This is an optimization exercise on Yosys and OpenROAD, whose aim is small area, not a production implementation.
The RTL was checked by simulation tests, not by an equivalence proof against the original design.
No activity file was given, so power comes from the tool's default toggle rates.

==> trial 56 <==
==> flow/design.v (excerpt) <==
module goStickMan(clk, resetn, go, up, down, plot, x, y, colour, HEX2, HEX1, HEX0);
  input clk;
  input resetn;
  input go, up, down;
  output reg plot;
  output [7:0] x;
  output [6:0] y;
  output [2:0] colour;
  output [6:0] HEX2, HEX1, HEX0;
  localparam P_W = 3'd0, P_E = 3'd1, P_R1 = 3'd2, P_R2 = 3'd3, P_J = 3'd6, P_S = 3'd7;
  localparam PH_PRE = 2'd0, PH_DRAW = 2'd1, PH_PCLR = 2'd3, PH_CLR = 2'd2;
  localparam S_SC = 4'd0, S_SPR = 4'd4, S_B3 = 4'd11, S_B0 = 4'd8,
             S_PREF = 4'd7, S_PREW = 4'd6;
  reg [2:0] pose;
  reg [1:0] ph;
  reg [3:0] seg;      
  reg [1:0] pass;     
  reg [11:0] score;
  reg [4:0] b;        
  reg [3:0] fl;       
  reg [3:0] lfsr;
  reg [7:0] xr;
  reg [6:0] yr;       
  assign colour = {3{ph[0]}};
  wire game = pose[1];
  wire isW = (pose[1:0] == 2'b00);
  wire isE = (pose[1:0] == 2'b01);
  wire hold = pose[2] & !pose[1];
  wire low = (seg[3:2] == 2'b00);           
  assign x = hold ? (isW ? 8'd48 : 8'd62) : xr;
  assign y = hold ? (isW ? 7'd56 : 7'd48) : yr - (low ? 7'd57 : 7'd17);
  wire pclr = (ph == PH_PCLR);
  wire active = !pclr || game;
  wire blkseg = seg[3];
  wire [1:0] bj = seg[1:0];                 
  function [3:0] nib; input [1:0] s; input [11:0] sc;
    nib = (s == 2'd1) ? sc[3:0] : (s == 2'd2) ? sc[7:4] : sc[11:8];
  endfunction
  function [7:0] dbx; input [1:0] s;        
    dbx = (s == 2'd1) ? 8'd152 : (s == 2'd2) ? 8'd146 : 8'd140;
  endfunction
  wire [3:0] nseg = (seg == S_PREF) ? S_SC : (seg == S_PREW) ? S_SPR :
                    (seg == S_SPR) ? S_B3 : seg[3] ? seg - 4'd1 : seg + 4'd1;
  wire [3:0] dcur = nib(seg[1:0], score);
  wire [3:0] dnext = nib(nseg[1:0], score);
  wire [2:0] sk = nseg[2:0];
  ...
clock: 20.0 ns
lec_check: 0
abc_area: 1
cap_margin: 20
core_margin: 2
core_utilization: 30
cts_buf_list: sky130_fd_sc_hd__clkbuf_8
slew_margin: 20
standard.sh (not shown) runs the stock make flow with config.mk's settings and CLKGATE_MAP_FILE= SYNTH_SCRIPT=/design/flow/synth_recipe.tcl, a recipe that flattens the netlist after the stock synthesis.
==> flow/flow/run.sh <==
#!/bin/bash
# Own layout flow: the standard ORFS flow (standard.sh) with synthesis and buffering choices:
#  - flow/own.mk is added to the ORFS config: it keeps the half/full adder cells out
#    (DONT_USE_CELLS), so Yosys's adder extraction leaves that logic to ABC, and buffers the
#    ports with the smallest buffer cell;
#  - ABC maps with flow/abc_area.script (several choice-based area mapping rounds).
# Registers, floorplan, power grid, placement, CTS and routing are the standard flow's.
set -euo pipefail
here=$(pwd)
cat config.mk flow/own.mk > own_config.mk
sed "s#source \$::env(SCRIPTS_DIR)/synth.tcl#source $here/flow/own_synth.tcl#" synth_recipe.tcl > own_synth_top.tcl
sed -e "s#DESIGN_CONFIG=[^ ]*#DESIGN_CONFIG=$here/own_config.mk#" \
    -e "s#SYNTH_SCRIPT=[^ ]*#SYNTH_SCRIPT=$here/own_synth_top.tcl#" standard.sh > own_standard.sh
export OWN_ABC_SCRIPT=$here/flow/abc_area.script
bash own_standard.sh > flow_make.log 2>&1
==> flow/flow/abc_area.script <==
strash
&get -n
&fraig -x
&put
scorr
dc2
strash
&get -n
&deepsyn -T 900
&put
strash
&get -n
&dch -f
&nf -a
&put
strash
&get -n
&dch -f
&nf -a
&put
strash
&get -n
&dch -f
&nf -a
&put
strash
&get -n
&dch -f
&nf -a
&put
strash
&get -n
&dch -f
&nf -a
&put
strash
&get -n
&dch -f
&nf -a
&put
topo
stime -c
upsize -c
dnsize -c
==> flow/flow/own.mk <==
export DONT_USE_CELLS += sky130_fd_sc_hd__ha_1 sky130_fd_sc_hd__fa_1
export BUFFER_PORTS_ARGS = -buffer_cell sky130_fd_sc_hd__buf_1
==> flow/flow/own_synth.tcl <==
# ORFS's synth.tcl, read and run unchanged except that its ABC call uses $OWN_ABC_SCRIPT.
set own_f [open $::env(SCRIPTS_DIR)/synth.tcl]
set own_txt [read $own_f]
close $own_f
set own_old {log_cmd abc {*}$abc_args}
if { [string first $own_old $own_txt] < 0 } { error "own_synth.tcl: ABC call not found in synth.tcl" }
set own_txt [string map [list $own_old {log_cmd abc -script $::env(OWN_ABC_SCRIPT) {*}[lrange $abc_args 2 end]}] $own_txt]
eval $own_txt
==> inputs of build 38, as changes to trial 56 <==
--- a/flow/design.v
+++ b/flow/design.v
@@ -804,19 +804,21 @@
   wire [32:0] m = t[42:10];
   wire [2:0] dxn = t[9:7];
   wire [5:0] ytn = t[6:1];
   wire last = t[0];
   wire [32:0] thermo = ~(33'h1ffffffff << yr[5:0]);
-  reg [32:0] below;
+  wire [32:0] below = m & thermo;
+  reg [32:0] above;
   reg [5:0] rn;
   integer k;
   always @(*) begin
-    for (k = 0; k < 33; k = k + 1) below[k] = m[k] & thermo[k];
+    above[32] = 1'b0;
+    for (k = 31; k >= 0; k = k - 1) above[k] = above[k+1] | below[k+1];
     rn = 6'd0;
-    for (k = 0; k < 33; k = k + 1) if (below[k]) rn = k;
+    for (k = 0; k < 33; k = k + 1) if (below[k] & !above[k]) rn = rn | k;
   end
-  wire any = |below;
+  wire any = above[0] | below[0];
   wire end_scan = !any & last;
   wire col_end = (xr[2:0] == {b[1:0], 1'b0});
   wire row_end = (yr[3:0] == (fl[bj] ? 4'd9 : 4'd2));
   wire wrap = low && (seg[1:0] != 2'd0) && (pass != 2'd2);
   wire seg_end = (seg == S_PREF) || (seg == S_PREW) || (blkseg ? (col_end & row_end) : (end_scan & !wrap));
==> flow/flow/run.sh (replaced) <==
#!/bin/bash
# Own layout flow: the standard ORFS flow (standard.sh) with synthesis and buffering choices:
#  - flow/own.mk is added to the ORFS config: it keeps the half/full adder cells out
#    (DONT_USE_CELLS), so Yosys's adder extraction leaves that logic to ABC, and buffers the
#    ports with the smallest buffer cell;
#  - ABC maps with flow/abc_area.script from several random seeds, run in parallel, and the
#    smallest result is kept (flow/own_synth.tcl).
# Registers, floorplan, power grid, placement, CTS and routing are the standard flow's.
set -euo pipefail
here=$(pwd)
cat config.mk flow/own.mk > own_config.mk
sed "s#source \$::env(SCRIPTS_DIR)/synth.tcl#source $here/flow/own_synth.tcl#" synth_recipe.tcl > own_synth_top.tcl
sed -e "s#DESIGN_CONFIG=[^ ]*#DESIGN_CONFIG=$here/own_config.mk#" \
    -e "s#SYNTH_SCRIPT=[^ ]*#SYNTH_SCRIPT=$here/own_synth_top.tcl#" standard.sh > own_standard.sh
export OWN_ABC_SCRIPT=$here/flow/abc_area.script
export OWN_ABC_DIR=$here/abc_runs
export OWN_ABC_SEEDS="1 2 3 4 5 6 7 8 9 10 11 12 13 14 15 16"
bash own_standard.sh > flow_make.log 2>&1
==> flow/flow/abc_area.script (replaced) <==
strash
&get -n
&fraig -x
&put
scorr
dc2
strash
&get -n
&deepsyn -T 60 -S @SEED@
&put
strash
&get -n
&dch -f
&nf -a -R 1000 -C 32 -F 8 -A 8 -p
&put
strash
&get -n
&dch -f
&nf -a -R 1000 -C 32 -F 8 -A 8 -p
&put
topo
stime -c
==> flow/flow/own_synth.tcl (replaced) <==
# ORFS's synth.tcl, read and run unchanged except its ABC call: own_abc runs ABC
# on the same input from several random seeds at once (flow/abc_area.script with
# @SEED@ replaced), and keeps the smallest mapped result.
proc own_abc {abc_args} {
  set dir $::env(OWN_ABC_DIR)
  file mkdir $dir
  set rest [lrange $abc_args 2 end]
  # ABC's read_lib / read_constr lines, as Yosys's abc pass writes them
  set readlib "read_lib"
  set lib ""
  set constr ""
  for {set i 0} {$i < [llength $rest]} {incr i} {
    set a [lindex $rest $i]
    if {$a eq "-dont_use"} { incr i; append readlib " -X \"[lindex $rest $i]\"" }
    if {$a eq "-liberty"} { incr i; set lib [lindex $rest $i] }
    if {$a eq "-constr"} { incr i; set constr [lindex $rest $i] }
  }
  append readlib " -w \"$lib\""
  # 1. write ABC's input network
  design -save own_pre
  set f [open $dir/capture.script w]
  puts $f "write_blif $dir/in.blif"
  puts $f "strash"
  puts $f "map"
  close $f
  abc -script $dir/capture.script {*}$rest
  design -load own_pre
  # 2. the seeds, in parallel
  set tf [open $::env(OWN_ABC_SCRIPT)]
  set template [read $tf]
  close $tf
  if {[info exists ::env(YOSYS_EXE)]} {
    set abcbin [file join [file dirname [file normalize $::env(YOSYS_EXE)]] yosys-abc]
  } else {
    set abcbin [auto_execok yosys-abc]
  }
  set sh [open $dir/run_all.sh w]
  foreach s $::env(OWN_ABC_SEEDS) {
    set f [open $dir/seed_$s.script w]
    puts $f [string map [list @SEED@ $s] $template]
    close $f
    set f [open $dir/run_$s.abc w]
    puts $f "read_blif $dir/in.blif"
    puts $f $readlib
    if {$constr ne ""} { puts $f "read_constr -v \"$constr\"" }
    puts $f "source $dir/seed_$s.script"
    puts $f "write_blif $dir/out_$s.blif"
    puts $f "print_stats"
    close $f
    puts $sh "$abcbin -f $dir/run_$s.abc > $dir/log_$s.txt 2>&1"
  }
  close $sh
  set jobs 8
  if {[info exists ::env(NUM_CORES)]} { set jobs $::env(NUM_CORES) }
  set sh [open $dir/run_par.sh w]
  puts $sh "xargs -P $jobs -I CMD bash -c CMD < $dir/run_all.sh"
  close $sh
  exec bash $dir/run_par.sh
  # 3. the smallest
  set best ""
  set best_area 1e30
  foreach s $::env(OWN_ABC_SEEDS) {
    if {![file exists $dir/out_$s.blif]} continue
    set f [open $dir/log_$s.txt]
    set txt [read $f]
    close $f
    if {[regexp {area =\s*([0-9.]+)} [lindex [regexp -all -inline {area =\s*[0-9.]+} $txt] end] -> area]} {
      puts "own_abc: seed $s area $area"
      if {$area < $best_area} { set best_area $area; set best $s }
    }
  }
  if {$best eq ""} { error "own_abc: no ABC run finished" }
  puts "own_abc: keeping seed $best (area $best_area)"
  # 4. take it in through Yosys's abc pass
  set f [open $dir/take.script w]
  puts $f "read_blif $dir/out_$best.blif"
  close $f
  abc -script $dir/take.script {*}$rest
}
set own_f [open $::env(SCRIPTS_DIR)/synth.tcl]
set own_txt [read $own_f]
close $own_f
set own_old {log_cmd abc {*}$abc_args}
if { [string first $own_old $own_txt] < 0 } { error "own_synth.tcl: ABC call not found in synth.tcl" }
set own_txt [string map [list $own_old {own_abc $abc_args}] $own_txt]
eval $own_txt
==> inputs of trial 31, as changes to trial 56 <==
==> flow/flow/run.sh (replaced) <==
#!/bin/bash
# Own layout flow: the standard ORFS flow (standard.sh) with synthesis and buffering choices:
#  - flow/own.mk is added to the ORFS config: it keeps the half/full adder cells out
#    (DONT_USE_CELLS), so Yosys's adder extraction leaves that logic to ABC, and buffers the
#    ports with the smallest buffer cell;
#  - ABC maps with flow/abc_area.script from several seeds in parallel and the smallest
#    result is kept (flow/own_synth.tcl).
# Registers, floorplan, power grid, placement, CTS and routing are the standard flow's.
set -euo pipefail
here=$(pwd)
cat config.mk flow/own.mk > own_config.mk
sed "s#source \$::env(SCRIPTS_DIR)/synth.tcl#source $here/flow/own_synth.tcl#" synth_recipe.tcl > own_synth_top.tcl
sed -e "s#DESIGN_CONFIG=[^ ]*#DESIGN_CONFIG=$here/own_config.mk#" \
    -e "s#SYNTH_SCRIPT=[^ ]*#SYNTH_SCRIPT=$here/own_synth_top.tcl#" standard.sh > own_standard.sh
export OWN_ABC_SCRIPT=$here/flow/abc_area.script
export OWN_ABC_DIR=$here/abc_runs
export OWN_ABC_SEEDS="1 2 3 4 5 6 7 8"
bash own_standard.sh > flow_make.log 2>&1
--- a/flow/flow/abc_area.script
+++ b/flow/flow/abc_area.script
@@ -4,11 +4,11 @@
 &put
 scorr
 dc2
 strash
 &get -n
-&deepsyn -T 900
+&deepsyn -T 300 -S @SEED@
 &put
 strash
 &get -n
 &dch -f
 &nf -a
@@ -38,7 +38,5 @@
 &dch -f
 &nf -a
 &put
 topo
 stime -c
-upsize -c
-dnsize -c
==> flow/flow/own_synth.tcl (replaced) <==
# ORFS's synth.tcl, read and run unchanged except its ABC call: own_abc runs ABC
# on the same input from several random seeds at once (flow/abc_area.script with
# @SEED@ replaced), and keeps the smallest mapped result.
proc own_abc {abc_args} {
  set dir $::env(OWN_ABC_DIR)
  file mkdir $dir
  set rest [lrange $abc_args 2 end]
  # ABC's read_lib / read_constr lines, as Yosys's abc pass writes them
  set readlib "read_lib"
  set lib ""
  set constr ""
  for {set i 0} {$i < [llength $rest]} {incr i} {
    set a [lindex $rest $i]
    if {$a eq "-dont_use"} { incr i; append readlib " -X \"[lindex $rest $i]\"" }
    if {$a eq "-liberty"} { incr i; set lib [lindex $rest $i] }
    if {$a eq "-constr"} { incr i; set constr [lindex $rest $i] }
  }
  append readlib " -w \"$lib\""
  # 1. write ABC's input network
  design -save own_pre
  set f [open $dir/capture.script w]
  puts $f "write_blif $dir/in.blif"
  puts $f "strash"
  puts $f "map"
  close $f
  abc -script $dir/capture.script {*}$rest
  design -load own_pre
  # 2. the seeds, in parallel
  set tf [open $::env(OWN_ABC_SCRIPT)]
  set template [read $tf]
  close $tf
  if {[info exists ::env(YOSYS_EXE)]} {
    set abcbin [file join [file dirname [file normalize $::env(YOSYS_EXE)]] yosys-abc]
  } else {
    set abcbin [auto_execok yosys-abc]
  }
  set sh [open $dir/run_all.sh w]
  foreach s $::env(OWN_ABC_SEEDS) {
    set f [open $dir/seed_$s.script w]
    puts $f [string map [list @SEED@ $s] $template]
    close $f
    set f [open $dir/run_$s.abc w]
    puts $f "read_blif $dir/in.blif"
    puts $f $readlib
    if {$constr ne ""} { puts $f "read_constr -v \"$constr\"" }
    puts $f "source $dir/seed_$s.script"
    puts $f "write_blif $dir/out_$s.blif"
    puts $f "print_stats"
    close $f
    puts $sh "$abcbin -f $dir/run_$s.abc > $dir/log_$s.txt 2>&1 &"
  }
  puts $sh "wait"
  close $sh
  exec bash $dir/run_all.sh
  # 3. the smallest
  set best ""
  set best_area 1e30
  foreach s $::env(OWN_ABC_SEEDS) {
    if {![file exists $dir/out_$s.blif]} continue
    set f [open $dir/log_$s.txt]
    set txt [read $f]
    close $f
    if {[regexp {area =\s*([0-9.]+)} [lindex [regexp -all -inline {area =\s*[0-9.]+} $txt] end] -> area]} {
      puts "own_abc: seed $s area $area"
      if {$area < $best_area} { set best_area $area; set best $s }
    }
  }
  if {$best eq ""} { error "own_abc: no ABC run finished" }
  puts "own_abc: keeping seed $best (area $best_area)"
  # 4. take it in through Yosys's abc pass
  set f [open $dir/take.script w]
  puts $f "read_blif $dir/out_$best.blif"
  close $f
  abc -script $dir/take.script {*}$rest
}
set own_f [open $::env(SCRIPTS_DIR)/synth.tcl]
set own_txt [read $own_f]
close $own_f
set own_old {log_cmd abc {*}$abc_args}
if { [string first $own_old $own_txt] < 0 } { error "own_synth.tcl: ABC call not found in synth.tcl" }
set own_txt [string map [list $own_old {own_abc $abc_args}] $own_txt]
eval $own_txt
==> metrics.sh <==
RUN_STATUS='complete, no violations'
FF2FF_SETUP_SLACK_NS=13.60
LAYOUT.NON_CLOCK_BUFFERS=65
NETLIST_INSTANCES=1072
NUM_ROWS=54
PWR-SHARE-COMB_PCT=79.5
That was trial 31.
==> metrics.sh <==
RUN_STATUS='complete, no violations'
FF2FF_SETUP_SLACK_NS=12.44
SYNTH_TOP_FAMILY_BY_AREA='compound AO/OA/AOI/OAI gates'
PWR-SHARE-COMB_PCT=83.1
SYNTHFLOPTYPE='sky130_fd_sc_hd__dfxtp_1'
LAYOUT.NON_CLOCK_BUFFERS=71
NETLIST_INSTANCES=1050
NUM_ROWS=53
POST-CTS-SETUP-BUFFERS=0
That was build 38.
==> metrics.sh <==
RUN_STATUS='complete, no violations'
FF2FF_SETUP_SLACK_NS=14.08
LAYOUT.NON_CLOCK_BUFFERS=60
PWR-SHARE-COMB_PCT=82.4
That was trial 56.

static timing again, ports no longer ideal:
Ports are ideal in the flow. The routed layouts listed here were re-timed in OpenROAD.
Step 1 (the two cells are an assumption about what drives the block):
set clk [get_ports {clk}]
set_driving_cell -lib_cell sky130_fd_sc_hd__clkbuf_16 $clk
set_driving_cell -lib_cell sky130_fd_sc_hd__buf_2 [delete_from_list [all_inputs] $clk]
Step 2 times the ports against the registers' clock, not the clock port: input delays grow and output delays shrink by t, the midpoint of the rising clock arrivals with the driver on.
Slacks: no drivers / after step 1 / after step 2; pairs: no drivers / after step 1.
| run | t, ns | setup WS [ns] | cell pins on the clock port's net |
|---|---|---|---|
| trial 56 | 0.365 | 13.236 / 13.200 / 13.565 | 1 |
| build 38 | 0.350 | 12.436 / 12.436 / 12.436 | 1 |
| trial 31 | 0.353 | 13.340 / 13.311 / 13.596 | 1 |
After both steps setup and hold are still met in every run listed.
